Context: an optimization exercise on an open-source flow, tuned for small area, a short achievable clock period and few clock cycles. The choices shown serve that exercise and are no tape-out recipe.
Function was checked by simulation only, so behaviour that the tests miss may differ from the original.

File: run.sh
#!/bin/bash
# synth_recipe.tcl (not shown) runs the flow's synth.tcl, then flattens the netlist and writes it again
# the make line also repeats each setting of config.mk as NAME=value (left out here)
make -C /OpenROAD-flow-scripts/flow DESIGN_CONFIG=/design/flow/config.mk WORK_HOME=/design/flow/orfs CLKGATE_MAP_FILE= SYNTH_SCRIPT=/design/flow/synth_recipe.tcl finish
File: config.mk
export PLATFORM = sky130hd
export DESIGN_NAME = sisc
export DESIGN_NICKNAME = sisc
export VERILOG_FILES = /design/flow/design.v
export SDC_FILE = /design/flow/constraint.sdc
export NUM_CORES = 4
export LEC_CHECK = 0
export CAP_MARGIN = 20
export CORE_MARGIN = 2
export CORE_UTILIZATION = 40
export SLEW_MARGIN = 20
File: constraint.sdc
create_clock -name core_clock -period 12.0 [get_ports {clk}]
set_input_delay 2.4000 -clock core_clock [delete_from_list [all_inputs] [get_ports {clk}]]
set_output_delay 2.4000 -clock core_clock [all_outputs]
set_load 0.01 [all_outputs]
File: design.v
`timescale 1ns/100ps
module mux4 (in_a, in_b, sel, out);
  input  [3:0] in_a;
  input  [3:0] in_b;
  input         sel;
  output [3:0] out;
  reg   [3:0] out;
  always @ (in_a, in_b, sel)
  begin
    if (sel == 1'b0)
      out = in_a;
    else
      out = in_b;
  end
endmodule 
`timescale 1ns/100ps
module mux32 (in_a, in_b, sel, out);
  input  [31:0] in_a;
  input  [31:0] in_b;
  input         sel;
  output [31:0] out;
  reg   [31:0] outreg;
  always @ (in_a, in_b, sel)
  begin
    if (sel == 1'b0)
      outreg = in_a;
    else
      outreg = in_b;
  end
  assign out = outreg;
endmodule
`timescale 1ns/100ps
module alu (clk, rsa, rsb, imm, alu_op, alu_result, stat, stat_en);
  input   clk;
  input   [31:0] rsa;
  input   [31:0] rsb;
  input   [15:0] imm;
  input   [1:0]  alu_op;
  output  [31:0] alu_result;
  output  [3:0]  stat;
  output         stat_en;
  wire [3:0]  stat;
  reg  [32:0] add_out;
  reg  [31:0] log_out;
  reg  [31:0] shf_out;
  reg  [31:0] alu_out;
  reg  [31:0] reg_rot;
  reg  [31:0] imm_ext;
  reg  [31:0] alu_result;
  wire [3:0]  funct;
  wire        stat_en, fsb, opb31;
  reg t;
  integer i;
  parameter add = 1, sub = 2, lnot = 4, lor = 5, land = 6, lxor = 7;
  parameter shf_r = 10, shf_l = 11, rot_r = 8, rot_l = 9;
  assign funct = imm[3:0];
  always @ (imm)
  begin
    if (imm[15] == 1'b0)
      imm_ext[31:16] = 16'h0000;
    else
      imm_ext[31:16] = 16'hFFFF;
    imm_ext[15:0] = imm;
  end
  always @ (rsa, rsb, funct, imm_ext, alu_op)
    if (alu_op[0] == 1'b0)
      if (funct == sub)
        add_out <= rsa - rsb;
      else
        add_out <= rsa + rsb;
    else
      add_out <= rsa + imm_ext;  
  always @ (rsa, rsb, funct)
    case (funct[1:0])
      2'b00:    log_out <= ~rsa;
      2'b01:    log_out <= rsa | rsb;
      2'b10:    log_out <= rsa & rsb;
      2'b11:    log_out <= rsa ^ rsb;
    endcase
  always @ (rsa, rsb, funct)
  begin
    reg_rot = rsa;
    t = 1'b0;
    case (funct[1:0])
      2'b10: begin                    
        shf_out <= rsa >> rsb; 
      end 
      2'b11: begin                    
        shf_out <= rsa << rsb;  
      end
      2'b00: begin                    
        reg_rot = rsa;
        for (i = 0; i < 31; i = i + 1) begin
          if (i < rsb[4:0]) begin
            t = reg_rot[0];
            reg_rot[30:0] = reg_rot[31:1];
            reg_rot[31] = t;
          end
        end
        shf_out = reg_rot;
      end  
      2'b01: begin                    
        reg_rot = rsa;
        for (i = 0; i < 31; i = i + 1) begin
          if (i < rsb[4:0]) begin
            t = reg_rot[31];
            reg_rot[31:1] = reg_rot[30:0];
            reg_rot[0] = t;
          end
        end
        shf_out = reg_rot;
      end      
    endcase    
  end
  always @ (add_out, log_out, shf_out, funct, alu_op)
  begin
    if (alu_op[0] == 1'b1)
      alu_out <= add_out[31:0];
    else
    begin
      case (funct[3:2])
        2'b00: alu_out <= add_out[31:0];
        2'b01: alu_out <= log_out;
        2'b10: alu_out <= shf_out;
        2'b11: alu_out <= 32'H00000000;
      endcase
    end  
  end    
  always @(posedge clk)
    alu_result <= alu_out;
  assign fsb = ((funct == sub) && (alu_op[0] == 1'b0)) ? 1'b1 : 1'b0;
  assign opb31 = (alu_op[0] == 1'b1) ? imm_ext[31] : rsb[31];
  assign stat[3] = add_out[32];
  assign stat[2] = (~(fsb ^ rsa[31] ^ opb31)) & (fsb ^ opb31 ^ add_out[31]);
  assign stat[1] = alu_out[31];
  assign stat[0] = ~|alu_out[31:0];
  assign stat_en = (((funct == add) || (funct == sub)) && (alu_op == 2'b00)) ||
                   (alu_op == 2'b01) ? 1'b1 : 1'b0;
endmodule
`timescale 1ns/100ps
module rf (clk, read_rega, read_regb, write_reg, write_data, rf_we, rsa, rsb);
  input  clk;
  input  [3:0]  read_rega;
  input  [3:0]  read_regb;
  input  [3:0]  write_reg;
  input  [31:0] write_data;
  input  rf_we;
  output [31:0] rsa;
  output [31:0] rsb;
  reg    [31:0] ram_array [15:0];
  reg    [31:0] rsa;
  reg    [31:0] rsb;
  always @(posedge clk)
  begin
    if (read_rega == 4'H0)
      rsa <= 32'H00000000;
    else
      rsa <= ram_array[read_rega];
    if (read_regb == 4'H0)
      rsb <= 32'H00000000;
    else    
      rsb <= ram_array[read_regb];
    if (rf_we == 1'b1)
      ram_array[write_reg] <= write_data;
  end
endmodule
`timescale 1ns/100ps
module statreg (clk, in, enable, out);
  input        clk;
  input  [3:0] in;
  input        enable;
  output [3:0] out;
  reg   [3:0] outreg;
  always @ (posedge clk)
    if (enable == 1'b1)
      outreg = in;
  assign out = outreg;
endmodule 
`timescale 1ns/100ps
module br (pc_inc, imm, br_sel, br_addr);
  input  [15:0] pc_inc;
  input  [15:0] imm;
  input         br_sel;
  output [15:0] br_addr;
  reg   [15:0] br_in;
  always @ (pc_inc, br_sel)
  begin
    if (br_sel == 1'b1)
      br_in <= 16'h0000;
    else
      br_in <= pc_inc;
  end
  assign br_addr = br_in + imm;
endmodule
`timescale 1ns/100ps
module pc (clk, br_addr, pc_sel, pc_write, pc_rst, pc_out);
  input         clk;
  input  [15:0] br_addr;
  input         pc_sel;
  input         pc_write;
  input         pc_rst;
  output [15:0] pc_out;
  reg    [15:0] pc_in;
  reg    [15:0] pc_out;
  always @(posedge clk)
  begin
    if (pc_rst == 1'b1)
      pc_out <= 16'h0000;
    else
      if (pc_write == 1'b1)
        pc_out <= pc_in;
  end
  always @(br_addr, pc_out, pc_sel)
  begin
    if (pc_sel == 1'b0)
      pc_in <= pc_out + 1;
    else
      pc_in <= br_addr;
  end
endmodule
`timescale 1ns/100ps
module ir (clk, ir_load, read_data, instr);
  input         clk;
  input         ir_load;
  input  [31:0] read_data;
  output [31:0] instr;
  wire          clk;
  wire          ir_load;
  wire   [31:0] read_data;
  reg    [31:0] instr;
  always @(posedge clk)
    if (ir_load == 1'b1)
      instr <= read_data;
endmodule
`timescale 1ns/100ps
module ctrl (clk, rst_f, opcode, mm, stat, rf_we, alu_op, wb_sel,
             br_sel, pc_rst, pc_write, pc_sel, rb_sel, ir_load, halted);
  input clk, rst_f;
  input [3:0] opcode, mm, stat;
  output reg rf_we, wb_sel;
  output reg [1:0] alu_op;
  output reg br_sel;    
  output reg pc_rst;    
  output reg pc_write;  
  output reg pc_sel;    
  output reg rb_sel;    
  output reg ir_load;   
  output     halted;    
  parameter start1 = 1, fetch = 2, decode = 3, execute = 4, mem = 5, writeback = 6, halt = 7;
  parameter NOOP = 0, LOD = 1, STR = 2, SWP = 3, BRA = 4, BRR = 5, BNE = 6, BNR = 7, ALU_OP = 8, HLT=15;
  parameter AM_IMM = 8;
  reg [2:0]  present_state, next_state;
  always @(posedge clk, negedge rst_f)
  begin
    if (rst_f == 1'b0)
      present_state <= start1;
    else
      present_state <= next_state;
  end
  always @(present_state, opcode)
  begin
    case(present_state)
      start1:
        next_state = fetch;
      fetch:
        next_state = decode;
      decode:
        if (opcode == HLT)
          next_state = halt;
        else
          next_state = execute;
      execute:
        next_state = mem;
      mem:
        next_state = writeback;
      writeback:
        next_state = fetch;
      halt:
        next_state = halt;
      default:
        next_state = start1;
    endcase
  end
  assign halted = (present_state == halt) ? 1'b1 : 1'b0;
  wire cond_any = |(mm & stat);
  always @(present_state, opcode, mm, cond_any)
  begin
    rf_we    = 1'b0;
    wb_sel   = 1'b0;
    alu_op   = 2'b10;
    br_sel   = 1'b0;
    pc_rst   = 1'b0;
    pc_write = 1'b0;
    pc_sel   = 1'b0;
    rb_sel   = 1'b0;
    ir_load  = 1'b0;
    case (present_state)
      start1: begin
        pc_rst = 1'b1;
      end
      fetch: begin
        ir_load  = 1'b1;
        pc_write = 1'b1;
        pc_sel   = 1'b0;
      end
      decode: begin
        case (opcode)
          BRA: begin
            br_sel   = 1'b1;
            pc_sel   = 1'b1;
            pc_write = cond_any;
          end
          BRR: begin
            br_sel   = 1'b0;
            pc_sel   = 1'b1;
            pc_write = cond_any;
          end
          BNE: begin
            br_sel   = 1'b1;
            pc_sel   = 1'b1;
            pc_write = ~cond_any;
          end
          BNR: begin
            br_sel   = 1'b0;
            pc_sel   = 1'b1;
            pc_write = ~cond_any;
          end
          default: ;
        endcase
      end
      execute: begin
        if (opcode == ALU_OP) begin
          if (mm == AM_IMM)
            alu_op = 2'b01;
          else
            alu_op = 2'b00;
        end
      end
      mem: begin
        if (opcode == ALU_OP)
          rf_we = 1'b1;
      end
      writeback: ;
      default: ;
    endcase
  end
endmodule
`timescale 1ns/100ps
module sisc (clk, rst_f, imem_addr, imem_data, wb_en, wb_reg, wb_data, halted);
  input         clk, rst_f;
  output [15:0] imem_addr;    
  input  [31:0] imem_data;    
  output        wb_en;        
  output [3:0]  wb_reg;       
  output [31:0] wb_data;      
  output        halted;       
  wire wb_sel;
  wire rf_we;
  wire [3:0] stat_in;
  wire [3:0] stat_out;
  wire       stat_en;
  wire [31:0] mux32_out;
  wire [3:0]  mux4_out;
  wire [1:0]  alu_op;
  wire [31:0] rsa;
  wire [31:0] rsb;
  wire [31:0] alu_result;
  wire [31:0] ir;
  wire [15:0] pc_out;
  wire [15:0] branch_address;
  wire pc_sel;
  wire pc_write;
  wire pc_rst;
  wire br_sel;
  wire ir_load;
  wire rb_sel;
  assign imem_addr = pc_out;
  assign wb_en     = rf_we;
  assign wb_reg    = ir[23:20];
  assign wb_data   = mux32_out;
  br my_br(
    .pc_inc  (pc_out[15:0]),
    .imm     (ir[15:0]),
    .br_sel  (br_sel),
    .br_addr (branch_address[15:0])
  );
  ir my_ir(
    .clk       (clk),
    .ir_load   (ir_load),
    .read_data (imem_data[31:0]),
    .instr     (ir[31:0])
  );
  pc my_pc(
    .clk      (clk),
    .br_addr  (branch_address[15:0]),
    .pc_sel   (pc_sel),
    .pc_write (pc_write),
    .pc_rst   (pc_rst),
    .pc_out   (pc_out[15:0])
  );
  mux4 my_mux4(
    .in_a (ir[15:12]),
    .in_b (ir[23:20]),
    .sel  (1'b0),
    .out  (mux4_out[3:0])
  );
  mux32 my_mux32(
    .in_a (alu_result[31:0]),
    .in_b (32'h00000000),
    .sel  (wb_sel),
    .out  (mux32_out[31:0])
  );
  alu my_alu (
    .clk        (clk),
    .rsa        (rsa[31:0]),
    .rsb        (rsb[31:0]),
    .imm        (ir[15:0]),
    .alu_op     (alu_op[1:0]),
    .alu_result (alu_result[31:0]),
    .stat       (stat_in[3:0]),
    .stat_en    (stat_en)
  );
  rf my_rf (
    .clk        (clk),
    .read_rega  (ir[19:16]),
    .read_regb  (mux4_out[3:0]),
    .write_reg  (ir[23:20]),
    .write_data (mux32_out[31:0]),
    .rf_we      (rf_we),
    .rsa        (rsa[31:0]),
    .rsb        (rsb[31:0])
  );
  statreg my_statreg (
    .clk    (clk),
    .in     (stat_in[3:0]),
    .enable (stat_en),
    .out    (stat_out[3:0])
  );
  ctrl my_ctrl (
    .clk      (clk),
    .rst_f    (rst_f),
    .opcode   (ir[31:28]),
    .mm       (ir[27:24]),
    .stat     (stat_out[3:0]),
    .rf_we    (rf_we),
    .alu_op   (alu_op[1:0]),
    .wb_sel   (wb_sel),
    .br_sel   (br_sel),
    .pc_rst   (pc_rst),
    .pc_write (pc_write),
    .pc_sel   (pc_sel),
    .rb_sel   (rb_sel),
    .ir_load  (ir_load),
    .halted   (halted)
  );
endmodule
==> run notes <==
## cells by family after synthesis
group	Yosys count	share of synthesized area (%)
buf+inv	667	5.172
mux	469	16.27
flops	663	33.30
fa+ha+maj	115	2.579
compound gates	2111	25.28
simple gates	1882	15.92
xor+xnor	95	1.476
## metrics by stage
step / cells / utilization (%) / hold slack, ns
after global placement: 7694 / 42.66 / 0.5070
final: 7836 / 44.26 / 0.5131
after global routing: 7811 / 44.22 / 0.5531
after CTS: 7805 / 44.12 / 0.5180
after floorplan: 6002 / - / 0.5141
after detailed placement: 7696 / 42.70 / 0.5069
## per-layer routing
metal,wire (um),share of wire (%),GRT usage (%),vias to the layer above
met4,35260,10,37.73,28
met3,43500,13,16.70,1675
met1,120500,35,55.79,29470
met2,144400,42,68.79,5231
met5,222,0.065,0,-
li1,-,-,-,23360
## cell usage in the layout, fill, tap and decap left out, types with 57 or more instances in the layout
cell and count:
sky130_fd_sc_hd__a211oi_1 141, sky130_fd_sc_hd__a21oi_1 506, sky130_fd_sc_hd__a221oi_1 57, sky130_fd_sc_hd__a31oi_1 91, sky130_fd_sc_hd__buf_4 284, sky130_fd_sc_hd__clkbuf_16 63, sky130_fd_sc_hd__clkdlybuf4s50_1 87, sky130_fd_sc_hd__dfxtp_1 107
sky130_fd_sc_hd__edfxtp_1 548, sky130_fd_sc_hd__ha_1 113, sky130_fd_sc_hd__inv_1 104, sky130_fd_sc_hd__mux2i_1 78, sky130_fd_sc_hd__mux4_2 354, sky130_fd_sc_hd__nand2_1 550, sky130_fd_sc_hd__nand3_1 168, sky130_fd_sc_hd__nor2_1 494
sky130_fd_sc_hd__nor2b_1 92, sky130_fd_sc_hd__nor3_1 131, sky130_fd_sc_hd__o211ai_1 122, sky130_fd_sc_hd__o21ai_0 442, sky130_fd_sc_hd__o22ai_1 60, sky130_fd_sc_hd__o31ai_1 61, sky130_fd_sc_hd__xnor2_1 75
## sequential cells by signal, summed over array words and instances (netlist names), named ones only
signal / flops
my_ctrl.present_state: 2
my_rf.rsa: 32
my_statreg.outreg: 4
my_alu.alu_result: 32
my_rf.rsb: 32
my_pc.pc_out: 16
my_rf.ram_array: 512
my_ir.instr: 32
## worst register-to-register path, stage by stage, from the launching register on
cell                        delay, ns
sky130_fd_sc_hd__dfxtp_4         0.85
sky130_fd_sc_hd__nand3_1         0.74
sky130_fd_sc_hd__nand2_1         1.03
sky130_fd_sc_hd__a21oi_1         0.25
sky130_fd_sc_hd__a21oi_1         0.87
sky130_fd_sc_hd__nand2b_1        0.41
sky130_fd_sc_hd__a221oi_1        0.66
sky130_fd_sc_hd__o311a_1         0.62
sky130_fd_sc_hd__nor2_1          0.09
sky130_fd_sc_hd__nor4_1          0.53
sky130_fd_sc_hd__o21ai_0         0.21
sky130_fd_sc_hd__nor3_1          0.98
sky130_fd_sc_hd__o31ai_4         0.33
sky130_fd_sc_hd__o22a_1          0.33
sky130_fd_sc_hd__a2111oi_0       1.14
sky130_fd_sc_hd__o311a_1         0.35
sky130_fd_sc_hd__or4_1           0.12
sky130_fd_sc_hd__nor4_1          0.04
sky130_fd_sc_hd__and4b_1         0.20
sky130_fd_sc_hd__and4b_1         0.19
## cell type report
cell class	instances	area (um2)	share of cell area, %
multi-input cells	4672	35120	56.80
flip-flops and latches	663	18790	30.39
repair buffers	377	3092	5.000
well taps	1876	2347	3.796
clock buffers	74	1638	2.649
inverters	114	427.9	0.6920
clock inverters	35	350.3	0.5666
diodes	25	62.56	0.1012
## worst max-delay path by stage
stage | startpoint | to | slack (ns)
2_1_floorplan | my_rf.rsb[0] | my_statreg.outreg[0] | 3.97
3_3_place_gp | my_rf.rsb[2] | my_statreg.outreg[0] | 2.54
3_5_place_dp | my_rf.rsb[1] | my_statreg.outreg[0] | 3.11
4_1_cts | my_rf.rsb[1] | my_statreg.outreg[0] | 3.06
5_1_grt | my_rf.rsb[1] | my_statreg.outreg[0] | 2.34
6_report | my_rf.rsb[1] | my_statreg.outreg[0] | 1.81
==> implementation parameters <==
Parameter                              Value

Status
  Result of the run ... finished clean

Synth
  Most used standard cells in the synthesized netlist ... sky130_fd_sc_hd__nand2_1 (551), sky130_fd_sc_hd__edfxtp_1 (548), sky130_fd_sc_hd__nor2_1 (529), sky130_fd_sc_hd__a21oi_1 (513), sky130_fd_sc_hd__o21ai_0 (447)
  Mean instance size in the synthesized netlist ... 9.392 um2
  Yosys Warn Count ... 9
  Post-synthesis register bit count ... 663
  Number of distinct library cell variants in the gate-level netlist after synthesis ... 138
  Net count after synthesis ... 6151
  Area share of the largest cell type after synthesis ... 29.19%
  Cell Area, Synth ... 56370 um2
  Top post-synthesis cells by area ... sky130_fd_sc_hd__edfxtp_1 (29%), sky130_fd_sc_hd__mux4_2 (14%), sky130_fd_sc_hd__a21oi_1 (4.6%), sky130_fd_sc_hd__dfxtp_1 (4.0%), sky130_fd_sc_hd__o21ai_0 (4.0%)
  Post-Synthesis Cells ... 6002
  Synth Flop Type ... sky130_fd_sc_hd__edfxtp_1
  Portion of the post-synthesis area used by sequential elements ... 33.30%
  Proportion of register bits with asynchronous set or reset after synthesis ... 0.4525%
  Post-synth top area cell ... sky130_fd_sc_hd__edfxtp_1
  Number of synthesized flops with an enable pin ... 548
  Most frequent cell after synthesis ... sky130_fd_sc_hd__nand2_1

Route
  Detailed-route wire length ... 343.9 mm
  Total iterations of the first detailed-routing run ... 10
  Number of remaining DRC errors ... 0
  Per-cell via count in the routed design ... 7.627
  Vias post-DR ... 59760
  Remaining antenna violation count ... 0
  Routed len/inst ... 43.89 um
  First DRT Iteration DRCs ... 10610

Critical path
  Total buffers and inverters traversed by the critical path ... 0
  Peak per-stage delay on the critical path ... 1.14 ns
  Capture instance of the worst register-to-register path ... my_statreg.outreg[0]
  Type of element capturing the critical path ... flip-flop
  Crit-path slowest cell ... sky130_fd_sc_hd__a2111oi_0
  Arrival time at the worst endpoint ... 10.61 ns
  Critical Path Start Type ... flip-flop
  Crit path max-delay family ... compound AO/OA/AOI/OAI gates
  Logic depth of the worst path, buffers included ... 19
  Worst R2R Start ... my_rf.rsb[1]
  Maximum fanout along the worst path ... 51
  Required time at the worst-slack endpoint ... 12.42 ns
  WS Path Type ... reg -> reg
  Worst r2r path cells ... 19
  Crit-path cells ... nand3_1, nand2_1, a21oi_1, a21oi_1, nand2b_1, a221oi_1, o311a_1, nor2_1, nor4_1, o21ai_0, nor3_1, o31ai_4, o22a_1, a2111oi_0, o311a_1, or4_1, nor4_1, and4b_1, and4b_1
  Reg2reg setup slack ... 1.81 ns

STA
  Setup slack after layout ... 1.807 ns
  Number of hold violations in the final report ... 0
  TNS Setup ... 0 ns
  Maximum clock frequency ... 98.11 MHz
  Unrepaired setup endpoints after global routing ... false
  Max Transition Viols Final ... 0
  Max Clock Skew ... 0.03891 ns
  Final setup violating endpoints ... 0
  Worst slew pin tran ... 1.319 ns
  Shortest clock period the worst path allows after layout ... 10.19 ns
  Final period utilization ... 84.94%
  Worst slew margin relative to its limit ... 9.812%

CTS
  Clock insertion delay at the later pin of the skew report ... 0.67 ns
  Clock tree from TritonCTS ... done
  CTS clock-pin slew for the worst setup and hold paths ... 0.08 ns
  Gates resized, CTS repair ... 0
  Post CTS Setup Buffer Count ... 0
  Post-CTS Hold Fix Bufs ... 0
  Level count of the clock H-tree ... 2
  Root buffer cell ... sky130_fd_sc_hd__clkbuf_16
  Number of buffers created by CTS ... 59
  Max clock buf depth ... 3
  Clk sink count ... 663

Global route
  Tot GR Track Use ... 47.03%
  Number of global-route vias before repair ... 56490
  First-pass GRT wire length ... 472.8 mm
  Congestion Overflow GR ... 0
  Maximum number of pins on one net before global-route repair ... 131
  Initial antenna violation count ... 34

Flow run
  Max-Cap Viols ... 0

Floorplanning
  Die Height ... 379.4 um
  Initial Utilization ... 40.35%
  Core area ... 139700 um2
  Area enclosed by the die boundary ... 143900 um2
  Std-Cell Rows ... 137
  I/O pin cnt ... 88
  Die X ... 379.4 um

Place
  Last weighted congestion value of the routability-driven placer ... 1.146
  PortBufs ... 87
  Half-perimeter wire length of the detailed placement result ... 243.5 mm
  Area after DPL ... 59650 um2
  Post-Place Worst Slack ... 3.114 ns

Min path
  End point of the most critical hold path ... my_pc.pc_out[15]
  Worst hold start ... my_pc.pc_out[15]
  Path category of the worst min-delay check ... reg -> reg
  Cell depth of the worst min-delay path ... 2

Finish
  Layout overhead on the synthesized area ... 9.691%
  Fin area ... 61830 um2
  Share of final-layout standard cells stronger than drive strength 1 ... 17.12%
  Fin nets ... 6036
  FILL cells ... 13530
Testbench counts, summed over its fixed seeds: cycles 214,122.

==> what the ideal ports hide <==
No port has a modelled driver above. Below, the same layout with a new extraction and two added sets of constraints.
Step 1, drivers: a clkbuf_16 drives clk and a buf_2 each remaining input, both assumed.
Step 2 moves the port delays by t, midway between the first and last clock arrival at a register: inputs arrive t later, outputs are due t later. That takes back most of the time a late clock gives input paths.
Slacks: ideal / step 1 / step 2; pairs: ideal / step 1.
t, ns: 0.724
setup WS [ns]: 1.807 / 1.807 / 1.807
worst data-port slew with drivers (ns): 0.06
After both steps this run still meets setup and hold. The setup slack of this run moves by 0.000 ns with the drivers and by 0.000 ns with both steps.
